Source: an optimization exercise on an open RTL-to-GDS flow (aim: small area). Production flows keep margins and buffers that such runs may drop.
Function was not checked in any run shown here: the RTL went through the layout flow alone.

### flow/config.mk
export PLATFORM = sky130hd
export DESIGN_NAME = Multiplier32Bit
export DESIGN_NICKNAME = Multiplier32Bit
export VERILOG_FILES = /design/flow/design.v
export SDC_FILE = /design/flow/constraint.sdc
export NUM_CORES = 4
export LEC_CHECK = 0
export CAP_MARGIN = 20
export CORE_MARGIN = 2
export CORE_UTILIZATION = 40
export CTS_BUF_LIST = sky130_fd_sc_hd__clkbuf_8
export SLEW_MARGIN = 20
export SYNTH_HIERARCHICAL = 1
export SYNTH_MINIMUM_KEEP_SIZE = 0
### flow/constraint.sdc
create_clock -name core_clock -period 10.0 [get_ports {clk}]
set_input_delay 2.0000 -clock core_clock [delete_from_list [all_inputs] [get_ports {clk}]]
set_output_delay 2.0000 -clock core_clock [all_outputs]
set_load 0.01 [all_outputs]
### flow/design.v
module Multiplier32Bit (
	input[31:0] multiplicand,
	input[31:0] multiplier,
	input clk,
	input enable,
	input reset_n,
	output[31:0] aBus,
	output valid
);
	reg[31:0] acc;     
	reg[3:0] q;        
	reg vld;
	wire[31:0] mc = multiplicand;
	wire[31:0] mp = multiplier;
	genvar i;
	wire[3:1] a, o;
	generate
		for (i = 1; i < 4; i = i + 1) begin : gz
			wire a_lo, a_hi, o_lo, o_hi;
			nand4 u0 (.a(mp[8*i]), .b(mp[8*i+1]), .c(mp[8*i+2]), .d(mp[8*i+3]), .y(a_lo));
			nand4 u1 (.a(mp[8*i+4]), .b(mp[8*i+5]), .c(mp[8*i+6]), .d(mp[8*i+7]), .y(a_hi));
			nor2 u2 (.a(a_lo), .b(a_hi), .y(a[i]));
			nor4 u3 (.a(mp[8*i]), .b(mp[8*i+1]), .c(mp[8*i+2]), .d(mp[8*i+3]), .y(o_lo));
			nor4 u4 (.a(mp[8*i+4]), .b(mp[8*i+5]), .c(mp[8*i+6]), .d(mp[8*i+7]), .y(o_hi));
			and2 u5 (.a(o_lo), .b(o_hi), .y(o[i]));
		end
	endgenerate
	wire z1 = (a[3] & a[2] & a[1]) | (o[3] & o[2] & o[1]);   
	wire z2 = (a[3] & a[2]) | (o[3] & o[2]);                 
	wire z3 = a[3] | o[3];                                   
	wire idle = ~|q;
	wire busy = ~idle;
	wire[4:0] s;
	assign s[0] = q[0];
	assign s[1] = q[1] | (idle & z1);
	assign s[2] = q[2] | (idle & z2 & ~z1);
	assign s[3] = q[3] | (idle & z3 & ~z2);
	assign s[4] = idle & ~z3;
	wire[6:0] w;
	generate
		for (i = 0; i < 7; i = i + 1) begin : gw
			wire x, y;
			if (i == 0) begin : b0
				aoi22 u0 (.a1(s[1]), .a2(mp[5]), .b1(s[2]), .b2(mp[11]), .y(x));
			end else begin : bn
				aoi222 u0 (.a1(s[0]), .a2(mp[i-1]), .b1(s[1]), .b2(mp[i+5]), .c1(s[2]), .c2(mp[i+11]), .y(x));
			end
			aoi22 u1 (.a1(s[3]), .a2(mp[i+17]), .b1(s[4]), .b2(mp[i+23]), .y(y));
			nand2 u2 (.a(x), .b(y), .y(w[i]));
		end
	endgenerate
	wire d3 = ~z2 & z3;
	wire d4 = ~z3;
	wire cp = idle & d3 & mp[23] & ~mp[24];    
	wire cm = idle & d3 & ~mp[23] & mp[24];    
	wire[7:0] orc;                             
	wire[7:0] mneg;                            
	assign orc[1] = mc[0];
	assign mneg[0] = mc[0];
	generate
		for (i = 1; i < 8; i = i + 1) begin : gn
			if (i > 1) begin : bo
				or2 u0 (.a(orc[i-1]), .b(mc[i-1]), .y(orc[i]));
			end
			xor2 u1 (.a(mc[i]), .b(orc[i]), .y(mneg[i]));
		end
	endgenerate
	wire[1:0] v = {mp[31] ^ (mp[30] & mp[29]), mp[30] ^ mp[29]};
	wire[1:0] init4 = {(mc[1] & v[0]) ^ (mc[0] & v[1]), mc[0] & v[0]};
	wire[1:0] i4_n = ~({2{idle & d4}} & init4);
	wire[25:0] prev;
	generate
		for (i = 0; i < 26; i = i + 1) begin : gp
			if (i < 8) begin : lo
				wire x;
				aoi222 u0 (.a1(busy), .a2(acc[i]), .b1(cp), .b2(mc[i]), .c1(cm), .c2(mneg[i]), .y(x));
				if (i < 2) begin : b4
					nand2 u1 (.a(x), .b(i4_n[i]), .y(prev[i]));
				end else begin : bx
					inv u1 (.a(x), .y(prev[i]));
				end
			end else begin : hi
				and2 u0 (.a(busy), .b(acc[i]), .y(prev[i]));
			end
		end
	endgenerate
	wire[2:0] one, two, neg;
	generate
		for (i = 0; i < 3; i = i + 1) begin : ge
			wire t;
			xor2 u0 (.a(w[2*i]), .b(w[2*i+1]), .y(one[i]));
			xnor2 u1 (.a(w[2*i+2]), .b(w[2*i+1]), .y(t));
			nor2 u2 (.a(t), .b(one[i]), .y(two[i]));
			assign neg[i] = w[2*i+2];
		end
	endgenerate
	wire one0 = one[0], two0 = two[0], n0 = neg[0];
	wire one1 = one[1], two1 = two[1], n1 = neg[1];
	wire one2 = one[2], two2 = two[2], n2 = neg[2];
	wire[31:0] r0;
	wire[29:0] r1;
	wire[27:0] r2;
	wire x0 = one0 & mc[0];
	wire k0 = n0 & ~x0;
	wire x1 = one1 & mc[0];
	wire k1 = n1 & ~x1;
	wire x2 = one2 & mc[0];
	wire k2 = n2 & ~x2;
	assign r0[0] = x0;
	assign r1[0] = x1;
	assign r2[0] = x2;
	generate
		for (i = 1; i < 32; i = i + 1) begin : g0
			booth_cell u (.one(one0), .two(two0), .neg(n0), .a(mc[i]), .b(mc[i-1]), .p(r0[i]));
		end
		for (i = 1; i < 30; i = i + 1) begin : g1
			booth_cell u (.one(one1), .two(two1), .neg(n1), .a(mc[i]), .b(mc[i-1]), .p(r1[i]));
		end
		for (i = 1; i < 28; i = i + 1) begin : g2
			booth_cell u (.one(one2), .two(two2), .neg(n2), .a(mc[i]), .b(mc[i-1]), .p(r2[i]));
		end
	endgenerate
	wire[31:0] next;
	wire t_1;
	wire t_2;
	wire t_3;
	wire t_4;
	wire t_5;
	wire t_6;
	wire t_7;
	wire t_8;
	wire t_9;
	wire t_10;
	wire t_11;
	wire t_12;
	wire t_13;
	wire t_14;
	wire t_15;
	wire t_16;
	wire t_17;
	wire t_18;
	wire t_19;
	wire t_20;
	wire t_21;
	wire t_22;
	wire t_23;
	wire t_24;
	wire t_25;
	wire t_26;
	wire t_27;
	wire t_28;
	wire t_29;
	wire t_30;
	wire t_31;
	wire t_32;
	wire t_33;
	wire t_34;
	wire t_35;
	wire t_36;
	wire t_37;
	wire t_38;
	wire t_39;
	wire t_40;
	wire t_41;
	wire t_42;
	wire t_43;
	wire t_44;
	wire t_45;
	wire t_46;
	wire t_47;
	wire t_48;
	wire t_49;
	wire t_50;
	wire t_51;
	wire t_52;
	wire t_53;
	wire t_54;
	wire t_55;
	wire t_56;
	wire t_57;
	wire t_58;
	wire t_59;
	wire t_60;
	wire t_61;
	wire t_62;
	wire t_63;
	wire t_64;
	wire t_65;
	wire t_66;
	wire t_67;
	wire t_68;
	wire t_69;
	wire t_70;
	wire t_71;
	wire t_72;
	wire t_73;
	wire t_74;
	wire t_75;
	wire t_76;
	wire t_77;
	wire t_78;
	wire t_79;
	wire t_80;
	wire t_81;
	wire t_82;
	wire t_83;
	wire t_84;
	wire t_85;
	wire t_86;
	wire t_87;
	wire t_88;
	wire t_89;
	wire t_90;
	wire t_91;
	wire t_92;
	wire t_93;
	wire t_94;
	wire t_95;
	wire t_96;
	wire t_97;
	wire t_98;
	wire t_99;
	wire t_100;
	wire t_101;
	wire t_102;
	wire t_103;
	wire t_104;
	wire t_105;
	wire t_106;
	wire t_107;
	wire t_108;
	wire t_109;
	wire t_110;
	wire t_111;
	wire t_112;
	wire t_113;
	wire t_114;
	wire t_115;
	wire t_116;
	wire t_117;
	wire t_118;
	wire t_119;
	wire t_120;
	wire t_121;
	wire t_122;
	wire t_123;
	wire t_124;
	wire t_125;
	wire t_126;
	wire t_127;
	wire t_128;
	wire t_129;
	wire t_130;
	wire t_131;
	wire t_132;
	wire t_133;
	wire t_134;
	wire t_135;
	wire t_136;
	wire t_137;
	wire t_138;
	wire t_139;
	wire t_140;
	wire t_141;
	wire t_142;
	wire t_143;
	wire t_144;
	wire t_145;
	wire t_146;
	wire t_147;
	wire t_148;
	wire t_149;
	wire t_150;
	wire t_151;
	wire t_152;
	wire t_153;
	wire t_154;
	wire t_155;
	wire t_156;
	wire t_157;
	wire t_158;
	wire t_159;
	wire t_160;
	wire t_161;
	wire t_162;
	wire t_163;
	wire t_164;
	wire t_165;
	wire t_166;
	wire t_167;
	wire t_168;
	wire t_169;
	wire t_170;
	wire t_171;
	wire t_172;
	wire t_173;
	wire t_174;
	wire t_175;
	wire t_176;
	wire t_177;
	wire t_178;
	wire t_179;
	wire t_180;
	wire t_181;
	wire t_182;
	wire t_183;
	wire t_184;
	wire t_185;
	wire t_186;
	wire t_187;
	wire t_188;
	wire t_189;
	wire t_190;
	wire t_191;
	wire t_192;
	wire t_193;
	wire t_194;
	wire t_195;
	wire t_196;
	wire t_197;
	wire t_198;
	wire t_199;
	wire t_200;
	wire t_201;
	wire t_202;
	wire t_203;
	wire t_204;
	wire t_205;
	wire t_206;
	wire t_207;
	wire t_208;
	wire t_209;
	wire t_210;
	wire t_211;
	wire t_212;
	wire t_213;
	wire t_214;
	wire t_215;
	half_adder ut_1 (.a(r0[5]), .b(r1[3]), .s(t_1), .co(t_2));
	full_adder ut_3 (.a(r0[6]), .b(r1[4]), .c(r2[2]), .s(t_3), .co(t_4));
	full_adder ut_5 (.a(r0[7]), .b(r1[5]), .c(r2[3]), .s(t_5), .co(t_6));
	full_adder ut_7 (.a(r0[8]), .b(r1[6]), .c(r2[4]), .s(t_7), .co(t_8));
	full_adder ut_9 (.a(r0[9]), .b(r1[7]), .c(r2[5]), .s(t_9), .co(t_10));
	full_adder ut_11 (.a(r0[10]), .b(r1[8]), .c(r2[6]), .s(t_11), .co(t_12));
	full_adder ut_13 (.a(r0[11]), .b(r1[9]), .c(r2[7]), .s(t_13), .co(t_14));
	full_adder ut_15 (.a(r0[12]), .b(r1[10]), .c(r2[8]), .s(t_15), .co(t_16));
	full_adder ut_17 (.a(r0[13]), .b(r1[11]), .c(r2[9]), .s(t_17), .co(t_18));
	full_adder ut_19 (.a(r0[14]), .b(r1[12]), .c(r2[10]), .s(t_19), .co(t_20));
	full_adder ut_21 (.a(r0[15]), .b(r1[13]), .c(r2[11]), .s(t_21), .co(t_22));
	full_adder ut_23 (.a(r0[16]), .b(r1[14]), .c(r2[12]), .s(t_23), .co(t_24));
	full_adder ut_25 (.a(r0[17]), .b(r1[15]), .c(r2[13]), .s(t_25), .co(t_26));
	full_adder ut_27 (.a(r0[18]), .b(r1[16]), .c(r2[14]), .s(t_27), .co(t_28));
	full_adder ut_29 (.a(r0[19]), .b(r1[17]), .c(r2[15]), .s(t_29), .co(t_30));
	full_adder ut_31 (.a(r0[20]), .b(r1[18]), .c(r2[16]), .s(t_31), .co(t_32));
	full_adder ut_33 (.a(r0[21]), .b(r1[19]), .c(r2[17]), .s(t_33), .co(t_34));
	full_adder ut_35 (.a(r0[22]), .b(r1[20]), .c(r2[18]), .s(t_35), .co(t_36));
	full_adder ut_37 (.a(r0[23]), .b(r1[21]), .c(r2[19]), .s(t_37), .co(t_38));
	full_adder ut_39 (.a(r0[24]), .b(r1[22]), .c(r2[20]), .s(t_39), .co(t_40));
	full_adder ut_41 (.a(r0[25]), .b(r1[23]), .c(r2[21]), .s(t_41), .co(t_42));
	full_adder ut_43 (.a(r0[26]), .b(r1[24]), .c(r2[22]), .s(t_43), .co(t_44));
	full_adder ut_45 (.a(r0[27]), .b(r1[25]), .c(r2[23]), .s(t_45), .co(t_46));
	full_adder ut_47 (.a(r0[28]), .b(r1[26]), .c(r2[24]), .s(t_47), .co(t_48));
	full_adder ut_49 (.a(r0[29]), .b(r1[27]), .c(r2[25]), .s(t_49), .co(t_50));
	full_adder ut_51 (.a(r0[30]), .b(r1[28]), .c(r2[26]), .s(t_51), .co(t_52));
	assign t_53 = r0[31] ^ r1[29] ^ r2[27];
	half_adder ut_54 (.a(r0[3]), .b(r1[1]), .s(t_54), .co(t_55));
	full_adder ut_56 (.a(r0[4]), .b(r1[2]), .c(r2[0]), .s(t_56), .co(t_57));
	full_adder ut_58 (.a(t_1), .b(r2[1]), .c(k2), .s(t_58), .co(t_59));
	full_adder ut_60 (.a(t_3), .b(prev[0]), .c(t_2), .s(t_60), .co(t_61));
	full_adder ut_62 (.a(t_5), .b(prev[1]), .c(t_4), .s(t_62), .co(t_63));
	full_adder ut_64 (.a(t_7), .b(prev[2]), .c(t_6), .s(t_64), .co(t_65));
	full_adder ut_66 (.a(t_9), .b(prev[3]), .c(t_8), .s(t_66), .co(t_67));
	full_adder ut_68 (.a(t_11), .b(prev[4]), .c(t_10), .s(t_68), .co(t_69));
	full_adder ut_70 (.a(t_13), .b(prev[5]), .c(t_12), .s(t_70), .co(t_71));
	full_adder ut_72 (.a(t_15), .b(prev[6]), .c(t_14), .s(t_72), .co(t_73));
	full_adder ut_74 (.a(t_17), .b(prev[7]), .c(t_16), .s(t_74), .co(t_75));
	full_adder ut_76 (.a(t_19), .b(prev[8]), .c(t_18), .s(t_76), .co(t_77));
	full_adder ut_78 (.a(t_21), .b(prev[9]), .c(t_20), .s(t_78), .co(t_79));
	full_adder ut_80 (.a(t_23), .b(prev[10]), .c(t_22), .s(t_80), .co(t_81));
	full_adder ut_82 (.a(t_25), .b(prev[11]), .c(t_24), .s(t_82), .co(t_83));
	full_adder ut_84 (.a(t_27), .b(prev[12]), .c(t_26), .s(t_84), .co(t_85));
	full_adder ut_86 (.a(t_29), .b(prev[13]), .c(t_28), .s(t_86), .co(t_87));
	full_adder ut_88 (.a(t_31), .b(prev[14]), .c(t_30), .s(t_88), .co(t_89));
	full_adder ut_90 (.a(t_33), .b(prev[15]), .c(t_32), .s(t_90), .co(t_91));
	full_adder ut_92 (.a(t_35), .b(prev[16]), .c(t_34), .s(t_92), .co(t_93));
	full_adder ut_94 (.a(t_37), .b(prev[17]), .c(t_36), .s(t_94), .co(t_95));
	full_adder ut_96 (.a(t_39), .b(prev[18]), .c(t_38), .s(t_96), .co(t_97));
	full_adder ut_98 (.a(t_41), .b(prev[19]), .c(t_40), .s(t_98), .co(t_99));
	full_adder ut_100 (.a(t_43), .b(prev[20]), .c(t_42), .s(t_100), .co(t_101));
	full_adder ut_102 (.a(t_45), .b(prev[21]), .c(t_44), .s(t_102), .co(t_103));
	full_adder ut_104 (.a(t_47), .b(prev[22]), .c(t_46), .s(t_104), .co(t_105));
	full_adder ut_106 (.a(t_49), .b(prev[23]), .c(t_48), .s(t_106), .co(t_107));
	full_adder ut_108 (.a(t_51), .b(prev[24]), .c(t_50), .s(t_108), .co(t_109));
	assign t_110 = t_53 ^ prev[25] ^ t_52;
	half_adder ut_111 (.a(r0[1]), .b(k0), .s(t_111), .co(t_112));
	full_adder ut_113 (.a(r0[2]), .b(r1[0]), .c(t_112), .s(t_113), .co(t_114));
	full_adder ut_115 (.a(t_54), .b(k1), .c(t_114), .s(t_115), .co(t_116));
	full_adder ut_117 (.a(t_56), .b(t_55), .c(t_116), .s(t_117), .co(t_118));
	full_adder ut_119 (.a(t_58), .b(t_57), .c(t_118), .s(t_119), .co(t_120));
	full_adder ut_121 (.a(t_60), .b(t_59), .c(t_120), .s(t_121), .co(t_122));
	full_adder ut_123 (.a(t_62), .b(t_61), .c(t_122), .s(t_123), .co(t_124));
	full_adder ut_125 (.a(t_64), .b(t_63), .c(t_124), .s(t_125), .co(t_126));
	half_adder ut_127 (.a(t_66), .b(t_65), .s(t_127), .co(t_128));
	full_adder ut_129 (.a(t_68), .b(t_67), .c(t_128), .s(t_129), .co(t_130));
	full_adder ut_131 (.a(t_70), .b(t_69), .c(t_130), .s(t_131), .co(t_132));
	full_adder ut_133 (.a(t_72), .b(t_71), .c(t_132), .s(t_133), .co(t_134));
	full_adder ut_135 (.a(t_74), .b(t_73), .c(t_134), .s(t_135), .co(t_136));
	full_adder ut_137 (.a(t_76), .b(t_75), .c(t_136), .s(t_137), .co(t_138));
	full_adder ut_139 (.a(t_78), .b(t_77), .c(t_138), .s(t_139), .co(t_140));
	full_adder ut_141 (.a(t_80), .b(t_79), .c(t_140), .s(t_141), .co(t_142));
	xor2 ut_143 (.a(t_127), .b(t_126), .y(t_143));
	inc_cell ut_144 (.s(t_129), .t(t_127), .c(t_126), .y(t_144));
	and2 ut_145 (.a(t_127), .b(t_129), .y(t_145));
	inc_cell ut_146 (.s(t_131), .t(t_145), .c(t_126), .y(t_146));
	and2 ut_147 (.a(t_145), .b(t_131), .y(t_147));
	inc_cell ut_148 (.s(t_133), .t(t_147), .c(t_126), .y(t_148));
	and2 ut_149 (.a(t_147), .b(t_133), .y(t_149));
	inc_cell ut_150 (.s(t_135), .t(t_149), .c(t_126), .y(t_150));
	and2 ut_151 (.a(t_149), .b(t_135), .y(t_151));
	inc_cell ut_152 (.s(t_137), .t(t_151), .c(t_126), .y(t_152));
	and2 ut_153 (.a(t_151), .b(t_137), .y(t_153));
	inc_cell ut_154 (.s(t_139), .t(t_153), .c(t_126), .y(t_154));
	and2 ut_155 (.a(t_153), .b(t_139), .y(t_155));
	inc_cell ut_156 (.s(t_141), .t(t_155), .c(t_126), .y(t_156));
	and2 ut_157 (.a(t_155), .b(t_141), .y(t_157));
	ao21 ut_158 (.a1(t_157), .a2(t_126), .b(t_142), .y(t_158));
	half_adder ut_159 (.a(t_82), .b(t_81), .s(t_159), .co(t_160));
	full_adder ut_161 (.a(t_84), .b(t_83), .c(t_160), .s(t_161), .co(t_162));
	full_adder ut_163 (.a(t_86), .b(t_85), .c(t_162), .s(t_163), .co(t_164));
	full_adder ut_165 (.a(t_88), .b(t_87), .c(t_164), .s(t_165), .co(t_166));
	full_adder ut_167 (.a(t_90), .b(t_89), .c(t_166), .s(t_167), .co(t_168));
	full_adder ut_169 (.a(t_92), .b(t_91), .c(t_168), .s(t_169), .co(t_170));
	full_adder ut_171 (.a(t_94), .b(t_93), .c(t_170), .s(t_171), .co(t_172));
	full_adder ut_173 (.a(t_96), .b(t_95), .c(t_172), .s(t_173), .co(t_174));
	xor2 ut_175 (.a(t_159), .b(t_158), .y(t_175));
	inc_cell ut_176 (.s(t_161), .t(t_159), .c(t_158), .y(t_176));
	and2 ut_177 (.a(t_159), .b(t_161), .y(t_177));
	inc_cell ut_178 (.s(t_163), .t(t_177), .c(t_158), .y(t_178));
	and2 ut_179 (.a(t_177), .b(t_163), .y(t_179));
	inc_cell ut_180 (.s(t_165), .t(t_179), .c(t_158), .y(t_180));
	and2 ut_181 (.a(t_179), .b(t_165), .y(t_181));
	inc_cell ut_182 (.s(t_167), .t(t_181), .c(t_158), .y(t_182));
	and2 ut_183 (.a(t_181), .b(t_167), .y(t_183));
	inc_cell ut_184 (.s(t_169), .t(t_183), .c(t_158), .y(t_184));
	and2 ut_185 (.a(t_183), .b(t_169), .y(t_185));
	inc_cell ut_186 (.s(t_171), .t(t_185), .c(t_158), .y(t_186));
	and2 ut_187 (.a(t_185), .b(t_171), .y(t_187));
	inc_cell ut_188 (.s(t_173), .t(t_187), .c(t_158), .y(t_188));
	and2 ut_189 (.a(t_187), .b(t_173), .y(t_189));
	ao21 ut_190 (.a1(t_189), .a2(t_158), .b(t_174), .y(t_190));
	half_adder ut_191 (.a(t_98), .b(t_97), .s(t_191), .co(t_192));
	full_adder ut_193 (.a(t_100), .b(t_99), .c(t_192), .s(t_193), .co(t_194));
	full_adder ut_195 (.a(t_102), .b(t_101), .c(t_194), .s(t_195), .co(t_196));
	full_adder ut_197 (.a(t_104), .b(t_103), .c(t_196), .s(t_197), .co(t_198));
	full_adder ut_199 (.a(t_106), .b(t_105), .c(t_198), .s(t_199), .co(t_200));
	full_adder ut_201 (.a(t_108), .b(t_107), .c(t_200), .s(t_201), .co(t_202));
	assign t_203 = t_110 ^ t_109 ^ t_202;
	xor2 ut_204 (.a(t_191), .b(t_190), .y(t_204));
	inc_cell ut_205 (.s(t_193), .t(t_191), .c(t_190), .y(t_205));
	and2 ut_206 (.a(t_191), .b(t_193), .y(t_206));
	inc_cell ut_207 (.s(t_195), .t(t_206), .c(t_190), .y(t_207));
	and2 ut_208 (.a(t_206), .b(t_195), .y(t_208));
	inc_cell ut_209 (.s(t_197), .t(t_208), .c(t_190), .y(t_209));
	and2 ut_210 (.a(t_208), .b(t_197), .y(t_210));
	inc_cell ut_211 (.s(t_199), .t(t_210), .c(t_190), .y(t_211));
	and2 ut_212 (.a(t_210), .b(t_199), .y(t_212));
	inc_cell ut_213 (.s(t_201), .t(t_212), .c(t_190), .y(t_213));
	and2 ut_214 (.a(t_212), .b(t_201), .y(t_214));
	inc_cell ut_215 (.s(t_203), .t(t_214), .c(t_190), .y(t_215));
	assign next[0] = r0[0];
	assign next[1] = t_111;
	assign next[2] = t_113;
	assign next[3] = t_115;
	assign next[4] = t_117;
	assign next[5] = t_119;
	assign next[6] = t_121;
	assign next[7] = t_123;
	assign next[8] = t_125;
	assign next[9] = t_143;
	assign next[10] = t_144;
	assign next[11] = t_146;
	assign next[12] = t_148;
	assign next[13] = t_150;
	assign next[14] = t_152;
	assign next[15] = t_154;
	assign next[16] = t_156;
	assign next[17] = t_175;
	assign next[18] = t_176;
	assign next[19] = t_178;
	assign next[20] = t_180;
	assign next[21] = t_182;
	assign next[22] = t_184;
	assign next[23] = t_186;
	assign next[24] = t_188;
	assign next[25] = t_204;
	assign next[26] = t_205;
	assign next[27] = t_207;
	assign next[28] = t_209;
	assign next[29] = t_211;
	assign next[30] = t_213;
	assign next[31] = t_215;
	always @(posedge clk) begin
		acc <= next;
	end
	always @(posedge clk, negedge reset_n) begin
		if (reset_n == 0) begin
			q <= 4'd0;
			vld <= 0;
		end else if (enable) begin
			q <= {~z3, z3 & ~z2, z2 & ~z1, z1};
			vld <= 0;
		end else begin
			q <= {1'b0, q[3:1]};
			vld <= q[0];
		end
	end
	assign aBus = acc;
	assign valid = vld;
endmodule
module booth_cell (
	input one,
	input two,
	input neg,
	input a,
	input b,
	output p
);
	wire m_n;
	aoi22 u0 (.a1(one), .a2(a), .b1(two), .b2(b), .y(m_n));
	xnor2 u1 (.a(m_n), .b(neg), .y(p));
endmodule
module aoi22 (
	input a1,
	input a2,
	input b1,
	input b2,
	output y
);
	assign y = ~((a1 & a2) | (b1 & b2));
endmodule
module xnor2 (
	input a,
	input b,
	output y
);
	assign y = ~(a ^ b);
endmodule
module xor2 (
	input a,
	input b,
	output y
);
	assign y = a ^ b;
endmodule
module and2 (
	input a,
	input b,
	output y
);
	assign y = a & b;
endmodule
module ao21 (
	input a1,
	input a2,
	input b,
	output y
);
	assign y = (a1 & a2) | b;
endmodule
module inc_cell (
	input s,
	input t,
	input c,
	output y
);
	assign y = s ^ (t & c);
endmodule
module full_adder (
	input a,
	input b,
	input c,
	output s,
	output co
);
	assign s = a ^ b ^ c;
	assign co = (a & b) | (a & c) | (b & c);
endmodule
module half_adder (
	input a,
	input b,
	output s,
	output co
);
	assign s = a ^ b;
	assign co = a & b;
endmodule
module nand4 (
	input a,
	input b,
	input c,
	input d,
	output y
);
	assign y = ~(a & b & c & d);
endmodule
module nor4 (
	input a,
	input b,
	input c,
	input d,
	output y
);
	assign y = ~(a | b | c | d);
endmodule
module nand2 (
	input a,
	input b,
	output y
);
	assign y = ~(a & b);
endmodule
module nor2 (
	input a,
	input b,
	output y
);
	assign y = ~(a | b);
endmodule
module or2 (
	input a,
	input b,
	output y
);
	assign y = a | b;
endmodule
module inv (
	input a,
	output y
);
	assign y = ~a;
endmodule
module aoi222 (
	input a1,
	input a2,
	input b1,
	input b2,
	input c1,
	input c2,
	output y
);
	assign y = ~((a1 & a2) | (b1 & b2) | (c1 & c2));
endmodule
### flow/flow/run.sh
#!/bin/bash
export BUFFER_PORTS_ARGS="-buffer_cell sky130_fd_sc_hd__buf_1"
export CTS_ARGS="-sink_clustering_enable -repair_clock_nets -dont_use_dummy_load -buf_list sky130_fd_sc_hd__clkbuf_8"
export POST_FLOORPLAN_TCL="$PWD/flow/downsize.tcl"
bash standard.sh RECOVER_POWER=100 finish > standard.log 2>&1
### flow/flow/downsize.tcl
# Sourced after floorplanning (POST_FLOORPLAN_TCL): set every logic cell to
# the smallest drive strength of its function. Placement-stage repair and
# timing repair size up again where timing or slew needs it.
set db [ord::get_db]
set n 0
foreach inst [[ord::get_db_block] getInsts] {
  set m [[$inst getMaster] getName]
  if {![regexp {^(sky130_fd_sc_hd__[a-z0-9]+)_([0-9]+)$} $m -> base drive]} { continue }
  if {[regexp {dfxtp|dfrtp|conb|tap|fill|decap|clkbuf|clkinv|clkdly|dly} $base]} { continue }
  foreach d {0 1 2} {
    if {$d >= $drive} { break }
    set cand "${base}_$d"
    if {[$db findMaster $cand] != "NULL" && [llength [get_lib_cells -quiet $cand]] > 0 && [lsearch $::env(DONT_USE_CELLS) $cand] < 0} {
      replace_cell [$inst getName] $cand
      incr n
      break
    }
  }
}
puts "downsize: $n cells set to their smallest drive strength"
### flow/standard.sh
#!/bin/bash
# synth_recipe.tcl (not shown) runs the flow's synth.tcl, then flattens the netlist and writes it again
# the make line also repeats each setting of config.mk as NAME=value (left out here)
make -C /OpenROAD-flow-scripts/flow DESIGN_CONFIG=/design/flow/config.mk WORK_HOME=/design/flow/orfs CLKGATE_MAP_FILE= SYNTH_SCRIPT=/design/flow/synth_recipe.tcl "${@:-finish}"
==> metrics.cfg, run 1 <==
[global_route]
grt_pass1_wl_mm = 23.7
antenna_found_initial = 0
grt_busiest_layer = met2
met2_usage_pct = 32.7
first_global_vias = 4415
grt_max_degree = 29
met1_usage_pct = 28.5
grt_util_all_layers_pct = 20.5
grt_overflow = 0
grtUsageMet3_pct = 4.11

[floorplanning]
rows = 43
fp.dieW_um = 123
die_h_um = 123
coreArea_um2 = 13900
ios = 100
start_util_pct = 40.9
die-area_um2 = 15200

[layout]
fin_nets = 771
drive_above_1_share_pct = 5.02
fin_area_um2 = 5980
area_delta_synth_final_pct = 5.31
mostFrequentLayoutCell = xnor2_1
nFillCells = 1424
mostFrequentLayoutCells = xnor2_1, buf_1, a22oi_1, fa_1, and2_0
diodes = 0
instances_no_fill = 797

[logic_synthesis]
yosysTopAreaCellShare_pct = 27.5
yosys.area.top_type = fa_1
syn-num-nets = 647
synth-edff-count = 0
synth.area.top_cells = fa_1, a22oi_2, xnor2_1, dfxtp_1, and2_1
synth_top_family_by_area = adder cells
synthXorXnorAreaFrac_pct = 20.1
syn_area_per_cell_um2 = 11.5
synth.cell_area_um2 = 5680
synthMuxAreaShare_pct = 0.198
async_flop_share_pct = 13.5
synth-main-ff-cell = dfxtp_1
synth-adder-area-share_pct = 29.1
synth-simple-area-share_pct = 12.1
synthCells = 495
synth-compound-area-share_pct = 24.6
ys_types = 33
seq_area_frac_synth_pct = 13.5
ys_warn_count = 7
ys_ff_latch = 37

[placed_design]
gp_congestion = 0.882
place_inst = 792
io_buffers = 99
placed_area_um2 = 5910
dp_hpwl_mm = 12.0

[timing]
setup_viol = 0
worstMarginPinSlew_ns = 1.02
finalSetupTns_ns = 0
final-hold-violation-count = 0
fmax_ghz = 0.105
slew_viol_final = 0
fin_skew_ns = 0.0178
slew_headroom_pct = 31.7
fin_crit_sh_pct = 95.5
rsz0062_at_grt = no
fin_crit_ns = 9.55

[worst_setup_path]
start_kind = input port
worstPathArrival_ns = 9.76
crit_start = multiplier[24]
reg2reg_from = q[3]
reg2regPathDepth = 24
end_kind = register
worstSetupPathType = input port to register
reg2reg_slack_ns = 1.65
cp-endpoint = acc[18]
cp_data_required_time_ns = 10.21
timing.rr.end = acc[18]
crit_fanout = 8

[cts]
htree_levels = 2
cts_setup_buffers = 0
cts_inserted_buffers = 5
cts_root_buf = clkbuf_8
path_clk_slew_ns = 0.08
cts_tree = built
cts_resized = 0
cts_hold_buffers = 0
cts_buffer_depth = 2
clk_latency_ns = 0.32
cts_sinks = 37

[detailed_routing]
wl_per_cell_um = 18.5
first_iter_violations = 324
vias_per_cell = 5.54
remaining_drc_errors = 0
vias = 4418
antenna_left = 0
first_pass_iters = 6
drt-total-wl_mm = 14.8

[min_path]
min_path_type = register to register

[status]
outcome = timing/DRC/antenna clean

[flow_run]
cap_violations = 0

## registers in the layout (all words and copies together) (netlist names)
register,count
acc,32
q,4
vld,1
## layer usage
layer,routed length [um],share of wire (%)
met5,0,0
met4,255,1.7
met3,709,4.8
met2,7320,50
met1,6480,44
## worst min path at each step
stage | cells past startpoint | start | slack, ns | endpoint
after floorplan | 1 | q[3] | 0.49 | q[2]
after global placement | 1 | q[3] | 0.52 | q[2]
after detailed placement | 1 | q[3] | 0.54 | q[2]
after CTS | 2 | q[1] | 0.55 | q[0]
after global routing | 2 | q[1] | 0.58 | q[0]
final | 2 | q[1] | 0.55 | q[0]
## worst max-delay path, stage by stage
cell and delay, ns:
buf_1 0.20, nor4_1 0.08, and2_0 0.23, a22o_1 0.29, and2b_1 0.17, a21o_1 0.26
a222oi_1 0.51, nand2_2 0.17, xor2_1 0.22, nor2_2 0.31, a22oi_1 0.14, xnor2_1 0.22
fa_1 0.46, fa_1 0.44, ha_1 0.22, fa_1 0.38, fa_1 0.38, fa_1 0.40
fa_1 0.39, fa_1 0.41, fa_1 0.41, fa_1 0.55, and2_0 0.13, a21o_1 0.23
clkbuf_1 0.28, nand2_1 0.11, xnor2_1 0.14
## synthesized netlist by cell type, types with 2 or more instances
| master | count |
|---|---|
| a21o_1 | 3 |
| a21oi_1 | 2 |
| a222oi_1 | 14 |
| a22oi_2 | 95 |
| and2_1 | 44 |
| and3_1 | 2 |
| dfrtp_1 | 5 |
| dfxtp_1 | 32 |
| fa_1 | 78 |
| ha_1 | 7 |
| inv_1 | 6 |
| nand2_1 | 30 |
| nand4_1 | 6 |
| nor2_1 | 9 |
| nor2b_1 | 5 |
| nor3b_2 | 2 |
| nor4_2 | 6 |
| or2_1 | 6 |
| xnor2_1 | 114 |
| xor2_1 | 16 |
## area by class of cell
class                           count  area, um^2  area share [%]
Clock buffer                        5        68.8            1.15
Inverter                            6        22.5           0.377
Tap cell                          180         225            3.77
Sequential cell                    37         766            12.8
Multi-Input combinational cell    451        4390            73.4
Timing Repair Buffer              118         507            8.48
## modules after synthesis (local to each module, per instance), a selection
module	flops+latches	copies in the design	cells	cell area [um^2]
aoi22	0	95	1	12.5
nor2	0	6	1	3.75
nand2	0	9	1	3.75
full_adder	0	78	1	20.0
aoi222	0	14	1	10.0
inv	0	6	1	3.75
nor4	0	6	1	12.5
and2	0	40	1	6.26
Multiplier32Bit	37	1	78	1060
xnor2	0	90	1	8.76
inc_cell	0	20	2	12.5
ao21	0	2	1	7.51
half_adder	0	6	1	12.5
or2	0	6	1	6.26
## stage by stage
| stage | hold slack (ns) | worst slack (ns) | util, % |
|---|---|---|---|
| after detailed placement | 0.536 | 0.179 | 42.6 |
| after global placement | 0.524 | 0.329 | 42.6 |
| after CTS | 0.547 | 0.509 | 43.1 |
| after global routing | 0.584 | 0.0417 | 43.1 |
| after floorplan | 0.489 | 0.0161 | - |
| final | 0.553 | 0.449 | 43.1 |
## cells by family after synthesis
group | count (synthesis)
adder cells (fa/ha/maj) | 85
multiplexers | 1
XOR/XNOR | 130
buffers and inverters | 7
flip-flops | 37
AND/OR/NAND/NOR | 116
AO/OA/AOI/OAI | 119
==> run 2: changes to the inputs <==
--- a/flow/design.v
+++ b/flow/design.v
@@ -334,8 +334,6 @@
 	wire t_211;
 	wire t_212;
 	wire t_213;
-	wire t_214;
-	wire t_215;
 	half_adder ut_1 (.a(r0[5]), .b(r1[3]), .s(t_1), .co(t_2));
 	full_adder ut_3 (.a(r0[6]), .b(r1[4]), .c(r2[2]), .s(t_3), .co(t_4));
 	full_adder ut_5 (.a(r0[7]), .b(r1[5]), .c(r2[3]), .s(t_5), .co(t_6));
@@ -400,73 +398,71 @@
 	full_adder ut_121 (.a(t_60), .b(t_59), .c(t_120), .s(t_121), .co(t_122));
 	full_adder ut_123 (.a(t_62), .b(t_61), .c(t_122), .s(t_123), .co(t_124));
 	full_adder ut_125 (.a(t_64), .b(t_63), .c(t_124), .s(t_125), .co(t_126));
-	half_adder ut_127 (.a(t_66), .b(t_65), .s(t_127), .co(t_128));
-	full_adder ut_129 (.a(t_68), .b(t_67), .c(t_128), .s(t_129), .co(t_130));
+	full_adder ut_127 (.a(t_66), .b(t_65), .c(t_126), .s(t_127), .co(t_128));
+	half_adder ut_129 (.a(t_68), .b(t_67), .s(t_129), .co(t_130));
 	full_adder ut_131 (.a(t_70), .b(t_69), .c(t_130), .s(t_131), .co(t_132));
 	full_adder ut_133 (.a(t_72), .b(t_71), .c(t_132), .s(t_133), .co(t_134));
 	full_adder ut_135 (.a(t_74), .b(t_73), .c(t_134), .s(t_135), .co(t_136));
 	full_adder ut_137 (.a(t_76), .b(t_75), .c(t_136), .s(t_137), .co(t_138));
 	full_adder ut_139 (.a(t_78), .b(t_77), .c(t_138), .s(t_139), .co(t_140));
 	full_adder ut_141 (.a(t_80), .b(t_79), .c(t_140), .s(t_141), .co(t_142));
-	xor2 ut_143 (.a(t_127), .b(t_126), .y(t_143));
-	inc_cell ut_144 (.s(t_129), .t(t_127), .c(t_126), .y(t_144));
-	and2 ut_145 (.a(t_127), .b(t_129), .y(t_145));
-	inc_cell ut_146 (.s(t_131), .t(t_145), .c(t_126), .y(t_146));
-	and2 ut_147 (.a(t_145), .b(t_131), .y(t_147));
-	inc_cell ut_148 (.s(t_133), .t(t_147), .c(t_126), .y(t_148));
+	full_adder ut_143 (.a(t_82), .b(t_81), .c(t_142), .s(t_143), .co(t_144));
+	xor2 ut_145 (.a(t_129), .b(t_128), .y(t_145));
+	inc_cell ut_146 (.s(t_131), .t(t_129), .c(t_128), .y(t_146));
+	and2 ut_147 (.a(t_129), .b(t_131), .y(t_147));
+	inc_cell ut_148 (.s(t_133), .t(t_147), .c(t_128), .y(t_148));
 	and2 ut_149 (.a(t_147), .b(t_133), .y(t_149));
-	inc_cell ut_150 (.s(t_135), .t(t_149), .c(t_126), .y(t_150));
+	inc_cell ut_150 (.s(t_135), .t(t_149), .c(t_128), .y(t_150));
 	and2 ut_151 (.a(t_149), .b(t_135), .y(t_151));
-	inc_cell ut_152 (.s(t_137), .t(t_151), .c(t_126), .y(t_152));
+	inc_cell ut_152 (.s(t_137), .t(t_151), .c(t_128), .y(t_152));
 	and2 ut_153 (.a(t_151), .b(t_137), .y(t_153));
-	inc_cell ut_154 (.s(t_139), .t(t_153), .c(t_126), .y(t_154));
+	inc_cell ut_154 (.s(t_139), .t(t_153), .c(t_128), .y(t_154));
 	and2 ut_155 (.a(t_153), .b(t_139), .y(t_155));
-	inc_cell ut_156 (.s(t_141), .t(t_155), .c(t_126), .y(t_156));
+	inc_cell ut_156 (.s(t_141), .t(t_155), .c(t_128), .y(t_156));
 	and2 ut_157 (.a(t_155), .b(t_141), .y(t_157));
-	ao21 ut_158 (.a1(t_157), .a2(t_126), .b(t_142), .y(t_158));
-	half_adder ut_159 (.a(t_82), .b(t_81), .s(t_159), .co(t_160));
-	full_adder ut_161 (.a(t_84), .b(t_83), .c(t_160), .s(t_161), .co(t_162));
+	inc_cell ut_158 (.s(t_143), .t(t_157), .c(t_128), .y(t_158));
+	and2 ut_159 (.a(t_157), .b(t_143), .y(t_159));
+	ao21 ut_160 (.a1(t_159), .a2(t_128), .b(t_144), .y(t_160));
+	half_adder ut_161 (.a(t_84), .b(t_83), .s(t_161), .co(t_162));
 	full_adder ut_163 (.a(t_86), .b(t_85), .c(t_162), .s(t_163), .co(t_164));
 	full_adder ut_165 (.a(t_88), .b(t_87), .c(t_164), .s(t_165), .co(t_166));
 	full_adder ut_167 (.a(t_90), .b(t_89), .c(t_166), .s(t_167), .co(t_168));
 	full_adder ut_169 (.a(t_92), .b(t_91), .c(t_168), .s(t_169), .co(t_170));
 	full_adder ut_171 (.a(t_94), .b(t_93), .c(t_170), .s(t_171), .co(t_172));
 	full_adder ut_173 (.a(t_96), .b(t_95), .c(t_172), .s(t_173), .co(t_174));
-	xor2 ut_175 (.a(t_159), .b(t_158), .y(t_175));
-	inc_cell ut_176 (.s(t_161), .t(t_159), .c(t_158), .y(t_176));
-	and2 ut_177 (.a(t_159), .b(t_161), .y(t_177));
-	inc_cell ut_178 (.s(t_163), .t(t_177), .c(t_158), .y(t_178));
-	and2 ut_179 (.a(t_177), .b(t_163), .y(t_179));
-	inc_cell ut_180 (.s(t_165), .t(t_179), .c(t_158), .y(t_180));
-	and2 ut_181 (.a(t_179), .b(t_165), .y(t_181));
-	inc_cell ut_182 (.s(t_167), .t(t_181), .c(t_158), .y(t_182));
-	and2 ut_183 (.a(t_181), .b(t_167), .y(t_183));
-	inc_cell ut_184 (.s(t_169), .t(t_183), .c(t_158), .y(t_184));
-	and2 ut_185 (.a(t_183), .b(t_169), .y(t_185));
-	inc_cell ut_186 (.s(t_171), .t(t_185), .c(t_158), .y(t_186));
-	and2 ut_187 (.a(t_185), .b(t_171), .y(t_187));
-	inc_cell ut_188 (.s(t_173), .t(t_187), .c(t_158), .y(t_188));
-	and2 ut_189 (.a(t_187), .b(t_173), .y(t_189));
-	ao21 ut_190 (.a1(t_189), .a2(t_158), .b(t_174), .y(t_190));
-	half_adder ut_191 (.a(t_98), .b(t_97), .s(t_191), .co(t_192));
-	full_adder ut_193 (.a(t_100), .b(t_99), .c(t_192), .s(t_193), .co(t_194));
-	full_adder ut_195 (.a(t_102), .b(t_101), .c(t_194), .s(t_195), .co(t_196));
-	full_adder ut_197 (.a(t_104), .b(t_103), .c(t_196), .s(t_197), .co(t_198));
-	full_adder ut_199 (.a(t_106), .b(t_105), .c(t_198), .s(t_199), .co(t_200));
-	full_adder ut_201 (.a(t_108), .b(t_107), .c(t_200), .s(t_201), .co(t_202));
-	assign t_203 = t_110 ^ t_109 ^ t_202;
-	xor2 ut_204 (.a(t_191), .b(t_190), .y(t_204));
-	inc_cell ut_205 (.s(t_193), .t(t_191), .c(t_190), .y(t_205));
-	and2 ut_206 (.a(t_191), .b(t_193), .y(t_206));
-	inc_cell ut_207 (.s(t_195), .t(t_206), .c(t_190), .y(t_207));
+	xor2 ut_175 (.a(t_161), .b(t_160), .y(t_175));
+	inc_cell ut_176 (.s(t_163), .t(t_161), .c(t_160), .y(t_176));
+	and2 ut_177 (.a(t_161), .b(t_163), .y(t_177));
+	inc_cell ut_178 (.s(t_165), .t(t_177), .c(t_160), .y(t_178));
+	and2 ut_179 (.a(t_177), .b(t_165), .y(t_179));
+	inc_cell ut_180 (.s(t_167), .t(t_179), .c(t_160), .y(t_180));
+	and2 ut_181 (.a(t_179), .b(t_167), .y(t_181));
+	inc_cell ut_182 (.s(t_169), .t(t_181), .c(t_160), .y(t_182));
+	and2 ut_183 (.a(t_181), .b(t_169), .y(t_183));
+	inc_cell ut_184 (.s(t_171), .t(t_183), .c(t_160), .y(t_184));
+	and2 ut_185 (.a(t_183), .b(t_171), .y(t_185));
+	inc_cell ut_186 (.s(t_173), .t(t_185), .c(t_160), .y(t_186));
+	and2 ut_187 (.a(t_185), .b(t_173), .y(t_187));
+	ao21 ut_188 (.a1(t_187), .a2(t_160), .b(t_174), .y(t_188));
+	half_adder ut_189 (.a(t_98), .b(t_97), .s(t_189), .co(t_190));
+	full_adder ut_191 (.a(t_100), .b(t_99), .c(t_190), .s(t_191), .co(t_192));
+	full_adder ut_193 (.a(t_102), .b(t_101), .c(t_192), .s(t_193), .co(t_194));
+	full_adder ut_195 (.a(t_104), .b(t_103), .c(t_194), .s(t_195), .co(t_196));
+	full_adder ut_197 (.a(t_106), .b(t_105), .c(t_196), .s(t_197), .co(t_198));
+	full_adder ut_199 (.a(t_108), .b(t_107), .c(t_198), .s(t_199), .co(t_200));
+	assign t_201 = t_110 ^ t_109 ^ t_200;
+	xor2 ut_202 (.a(t_189), .b(t_188), .y(t_202));
+	inc_cell ut_203 (.s(t_191), .t(t_189), .c(t_188), .y(t_203));
+	and2 ut_204 (.a(t_189), .b(t_191), .y(t_204));
+	inc_cell ut_205 (.s(t_193), .t(t_204), .c(t_188), .y(t_205));
+	and2 ut_206 (.a(t_204), .b(t_193), .y(t_206));
+	inc_cell ut_207 (.s(t_195), .t(t_206), .c(t_188), .y(t_207));
 	and2 ut_208 (.a(t_206), .b(t_195), .y(t_208));
-	inc_cell ut_209 (.s(t_197), .t(t_208), .c(t_190), .y(t_209));
+	inc_cell ut_209 (.s(t_197), .t(t_208), .c(t_188), .y(t_209));
 	and2 ut_210 (.a(t_208), .b(t_197), .y(t_210));
-	inc_cell ut_211 (.s(t_199), .t(t_210), .c(t_190), .y(t_211));
+	inc_cell ut_211 (.s(t_199), .t(t_210), .c(t_188), .y(t_211));
 	and2 ut_212 (.a(t_210), .b(t_199), .y(t_212));
-	inc_cell ut_213 (.s(t_201), .t(t_212), .c(t_190), .y(t_213));
-	and2 ut_214 (.a(t_212), .b(t_201), .y(t_214));
-	inc_cell ut_215 (.s(t_203), .t(t_214), .c(t_190), .y(t_215));
+	inc_cell ut_213 (.s(t_201), .t(t_212), .c(t_188), .y(t_213));
 	assign next[0] = r0[0];
 	assign next[1] = t_111;
 	assign next[2] = t_113;
@@ -476,29 +472,29 @@
 	assign next[6] = t_121;
 	assign next[7] = t_123;
 	assign next[8] = t_125;
-	assign next[9] = t_143;
-	assign next[10] = t_144;
+	assign next[9] = t_127;
+	assign next[10] = t_145;
 	assign next[11] = t_146;
 	assign next[12] = t_148;
 	assign next[13] = t_150;
 	assign next[14] = t_152;
 	assign next[15] = t_154;
 	assign next[16] = t_156;
-	assign next[17] = t_175;
-	assign next[18] = t_176;
-	assign next[19] = t_178;
-	assign next[20] = t_180;
-	assign next[21] = t_182;
-	assign next[22] = t_184;
-	assign next[23] = t_186;
-	assign next[24] = t_188;
-	assign next[25] = t_204;
-	assign next[26] = t_205;
-	assign next[27] = t_207;
-	assign next[28] = t_209;
-	assign next[29] = t_211;
-	assign next[30] = t_213;
-	assign next[31] = t_215;
+	assign next[17] = t_158;
+	assign next[18] = t_175;
+	assign next[19] = t_176;
+	assign next[20] = t_178;
+	assign next[21] = t_180;
+	assign next[22] = t_182;
+	assign next[23] = t_184;
+	assign next[24] = t_186;
+	assign next[25] = t_202;
+	assign next[26] = t_203;
+	assign next[27] = t_205;
+	assign next[28] = t_207;
+	assign next[29] = t_209;
+	assign next[30] = t_211;
+	assign next[31] = t_213;
 	always @(posedge clk) begin
 		acc <= next;
 	end
==> run 2 against run 1 <==
  * First-iteration DRC count rose by 2.2%
  * Critical path depth did not move
  * Synthesized cell count fell by 0.61%
  * Still clean
  * Die area fell by 0.32%
  * Register-to-register slack got worse by 0.07 ns
  * Setup slack improved by 0.034 ns
  * Sequential share of layout area barely moved
  * Final cell count fell by 0.25%
  * Largest cell class unchanged
  * Non-clock buffer count rose by 1
==> metrics.cfg, run 2 <==
[logic_synthesis]
synthCells = 492  ; was 495
yosys.area.top_type = fa_1  ; unchanged
synth-main-ff-cell = dfxtp_1  ; unchanged
ys_top_cells_by_count = xnor2_1, a22oi_2, fa_1, and2_1, dfxtp_1  ; unchanged
ys_ff_latch = 37  ; unchanged
synth.cell_area_um2 = 5660  ; was 5680 um^2
yosysMostFrequentCell = xnor2_1  ; unchanged
yosysTopAreaCellShare_pct = 27.6  ; was 27.5%
seq_area_frac_synth_pct = 13.5  ; about the same
synth-edff-count = 0  ; unchanged
synth.area.top_cells = fa_1, a22oi_2, xnor2_1, dfxtp_1, and2_1  ; unchanged
async_flop_share_pct = 13.5  ; unchanged
syn_area_per_cell_um2 = 11.5  ; about the same
ys_warn_count = 7  ; unchanged
syn-num-nets = 644  ; was 647
ys_types = 33  ; unchanged

[layout]
nFillCells = 1339  ; was 1,424
fin_nets = 769  ; was 771
register_area_um2 = 766  ; unchanged
multiInputGateArea_um2 = 4370  ; was 4390 um^2
mostFrequentLayoutCells = xnor2_1, buf_1, a22oi_1, fa_1, and2_0  ; unchanged
top_regs = acc (32), q (4), vld (1)  ; unchanged
area_delta_synth_final_pct = 5.71  ; was 5.31%
largest_reg_flops = 32  ; unchanged
mostFrequentLayoutCell = xnor2_1  ; unchanged
diodes = 0  ; unchanged
drive_above_1_share_pct = 5.20  ; was 5.02%
fin_util_pct = 43.3  ; was 43.1%
regMostFlops = acc  ; unchanged

[global_route]
grt_max_degree = 29  ; unchanged
grt_pass1_wl_mm = 22.5  ; was 23.7 mm
first_global_vias = 4297  ; was 4,415
grt_overflow = 0  ; unchanged
antenna_found_initial = 0  ; unchanged
grt_util_all_layers_pct = 19.4  ; was 20.5%

[worst_setup_path]
end_kind = register  ; unchanged
crit_fanout = 28  ; was 8
reg2reg_slack_ns = 1.58  ; was 1.65 ns
cp_data_required_time_ns = 10.23  ; was 10.21 ns
timing.rr.end = acc[29]  ; was acc[18]
worstPathArrival_ns = 9.75  ; was 9.76 ns
reg2reg_from = q[3]  ; unchanged
reg2regPathDepth = 23  ; was 24
crit_start = multiplier[29]  ; was multiplier[24]
start_kind = input port  ; unchanged
worstSetupPathType = input port to register  ; unchanged

[placed_design]
dp_hpwl_mm = 11.3  ; was 12.0 mm
io_buffers = 99  ; unchanged
gp_congestion = 0.965  ; was 0.882

[cts]
cts_buffer_depth = 2  ; unchanged
cts_tree = built  ; unchanged
clk_latency_ns = 0.31  ; was 0.32 ns
cts_sinks = 37  ; unchanged
htree_levels = 2  ; unchanged
cts_inserted_buffers = 5  ; unchanged
path_clk_slew_ns = 0.06  ; was 0.08 ns
cts_root_buf = clkbuf_8  ; unchanged

[timing]
final-hold-violation-count = 0  ; unchanged
fin_crit_sh_pct = 95.2  ; was 95.5%
setup_viol = 0  ; unchanged
slew_viol_final = 0  ; unchanged
worstMarginPinSlew_ns = 0.857  ; was 1.02 ns
slew_headroom_pct = 42.4  ; was 31.7%
fin_crit_ns = 9.52  ; was 9.55 ns
rsz0062_at_grt = no  ; unchanged
finalSetupTns_ns = 0  ; unchanged
fmax_ghz = 0.105  ; about the same
fin_skew_ns = 0.00814  ; was 0.0178 ns

[status]
outcome = timing/DRC/antenna clean  ; unchanged

[detailed_routing]
antenna_left = 0  ; unchanged
remaining_drc_errors = 0  ; unchanged
drt-total-wl_mm = 14.1  ; was 14.8 mm
vias = 4463  ; was 4,418
first_iter_violations = 331  ; was 324
wl_per_cell_um = 17.8  ; was 18.5 um
first_pass_iters = 5  ; was 6
vias_per_cell = 5.61  ; was 5.54

[floorplanning]
rows = 43  ; unchanged
ios = 100  ; unchanged
fp.dieW_um = 123  ; about the same
die-area_um2 = 15100  ; was 15,200 um^2
start_util_pct = 40.9  ; about the same
coreArea_um2 = 13800  ; was 13,900 um^2
die_h_um = 123  ; about the same

[flow_run]
cap_violations = 0  ; unchanged

[min_path]
min_path_type = register to register  ; unchanged
whs_endpoint = q[2]  ; was q[0]
hp-start = q[3]  ; was q[1]
min_path_cells = 1  ; was 2

-- run 2: cell types whose count changed after synthesis, sizes merged --
cell | before | now
and2 | 44 | 43
nand2 | 30 | 29
xnor2 | 114 | 113
-- run 2: kinds of logic (layout without fill, tap and decap cells) --
| logic type | Yosys count | after routing | synth area share, % |
|---|---|---|---|
| DFF | 37 | 37 | 13.5 |
| and+or+nand+nor | 114 | 114 | 12.0 |
| AOI/OAI and AO/OA | 119 | 119 | 24.7 |
| xor gates and xnor gates | 129 | 129 | 20.0 |
| buffers and inverters | 7 | 130 | 0.486 |
| adders and majority gates | 85 | 85 | 29.1 |
| muxes | 1 | 1 | 0.199 |
-- run 2: per-module statistics from Yosys, one instance, submodules excluded, excerpt --
module | cells | flip-flops and latches | area, um^2 | times used
ao21 | 1 | 0 | 7.51 | 2
aoi22 | 1 | 0 | 12.5 | 95
aoi222 | 1 | 0 | 10.0 | 14
full_adder | 1 | 0 | 20.0 | 78
half_adder | 1 | 0 | 12.5 | 6
inc_cell | 2 | 0 | 12.5 | 19
inv | 1 | 0 | 3.75 | 6
nand4 | 1 | 0 | 6.26 | 6
nor2 | 1 | 0 | 3.75 | 6
nor4 | 1 | 0 | 12.5 | 6
or2 | 1 | 0 | 6.26 | 6
-- run 2: final cells by class --
| type | instances | area share [%] |
|---|---|---|
| well taps | 180 | 3.77 |
| clock buffers | 5 | 1.15 |
| multi-input cells | 448 | 73.0 |
| repair buffers | 119 | 8.87 |
| flip-flops and latches | 37 | 12.8 |
| inverters | 6 | 0.377 |
-- run 2: metal layers --
metal	GRT usage, %	part of all wire (%)	vias to the layer above
met5	0	0	-
met4	4.67	1.6	0
met3	4.29	6.9	25
met2	30.6	48	182
met1	27.2	44	2233
li1	-	-	2023
-- run 2: repair_timing --
action	4_1_cts	5_1_grt
gates resized for setup	0	2
hold buffers	0	0
setup buffers	0	0
setup endpoints to repair	0	7
-- run 2: critical path: stages --
cell and delay (ns):
buf_1 0.11, nor4_1 0.31, and2_0 0.27, nor2_1 0.10, or3_1 0.42, or2b_1 0.31
a22oi_1 0.13, nand2_1 0.16, xor2_1 0.20, buf_4 0.32, a22oi_1 0.15, xnor2_1 0.24
fa_1 0.50, fa_1 0.51, ha_1 0.22, fa_1 0.39, fa_1 0.40, fa_1 0.39
fa_1 0.39, fa_1 0.40, fa_1 0.40, fa_1 0.50, and2_0 0.15, a21o_2 0.29
a21o_4 0.27, nand2_1 0.08, xnor2_1 0.12
-- run 2: per-stage QoR --
stage | instances | worst slack (ns) | hold slack, ns | cell area, um^2
2_1_floorplan | 492 | 0.0109 | 0.489 | 5780
3_3_place_gp | 790 | 0.215 | 0.535 | 5910
3_5_place_dp | 790 | 0.00740 | 0.529 | 5910
4_1_cts | 795 | 0.339 | 0.542 | 5980
5_1_grt | 795 | 0.0286 | 0.570 | 5980
6_report | 795 | 0.483 | 0.552 | 5980
-- run 2: worst max path at each step --
stage | cells past startpoint | endpoint | slack [ns]
floorplan | 26 | acc[31] | 0.01
global placement | 28 | acc[31] | 0.21
detailed placement | 28 | acc[29] | 0.007
CTS | 28 | acc[29] | 0.34
global route | 27 | acc[30] | 0.03
finish | 27 | acc[29] | 0.48

==> static timing again, ports no longer ideal <==
The flow's constraints put no driver on any port. The routed layouts listed below were extracted and timed again, unchanged, in two steps.
Step 1 (the two cells are an assumption about what drives the block):
set clk [get_ports {clk}]
set_driving_cell -lib_cell sky130_fd_sc_hd__clkbuf_16 $clk
set_driving_cell -lib_cell sky130_fd_sc_hd__buf_2 [delete_from_list [all_inputs] $clk]
Step 2 also shifts input and output timing later by t, the mid clock arrival at the registers, as if the neighbouring blocks saw the same clock.
a / b / c = ideal / step 1 / step 2; a / b = the first two.
| run | t (ns) | setup slack, ns | hold WS [ns] |
|---|---|---|---|
| run 1 | 0.349 | 0.449 / 0.460 / 0.112 | 0.553 / 0.553 / 0.553 |
| run 2 | 0.343 | 0.483 / 0.497 / 0.154 | 0.552 / 0.552 / 0.552 |
After both steps every run listed still meets setup and hold. For run 1, which loses most, drivers alone change the setup slack by +0.011 ns; drivers and shift together by -0.337 ns.
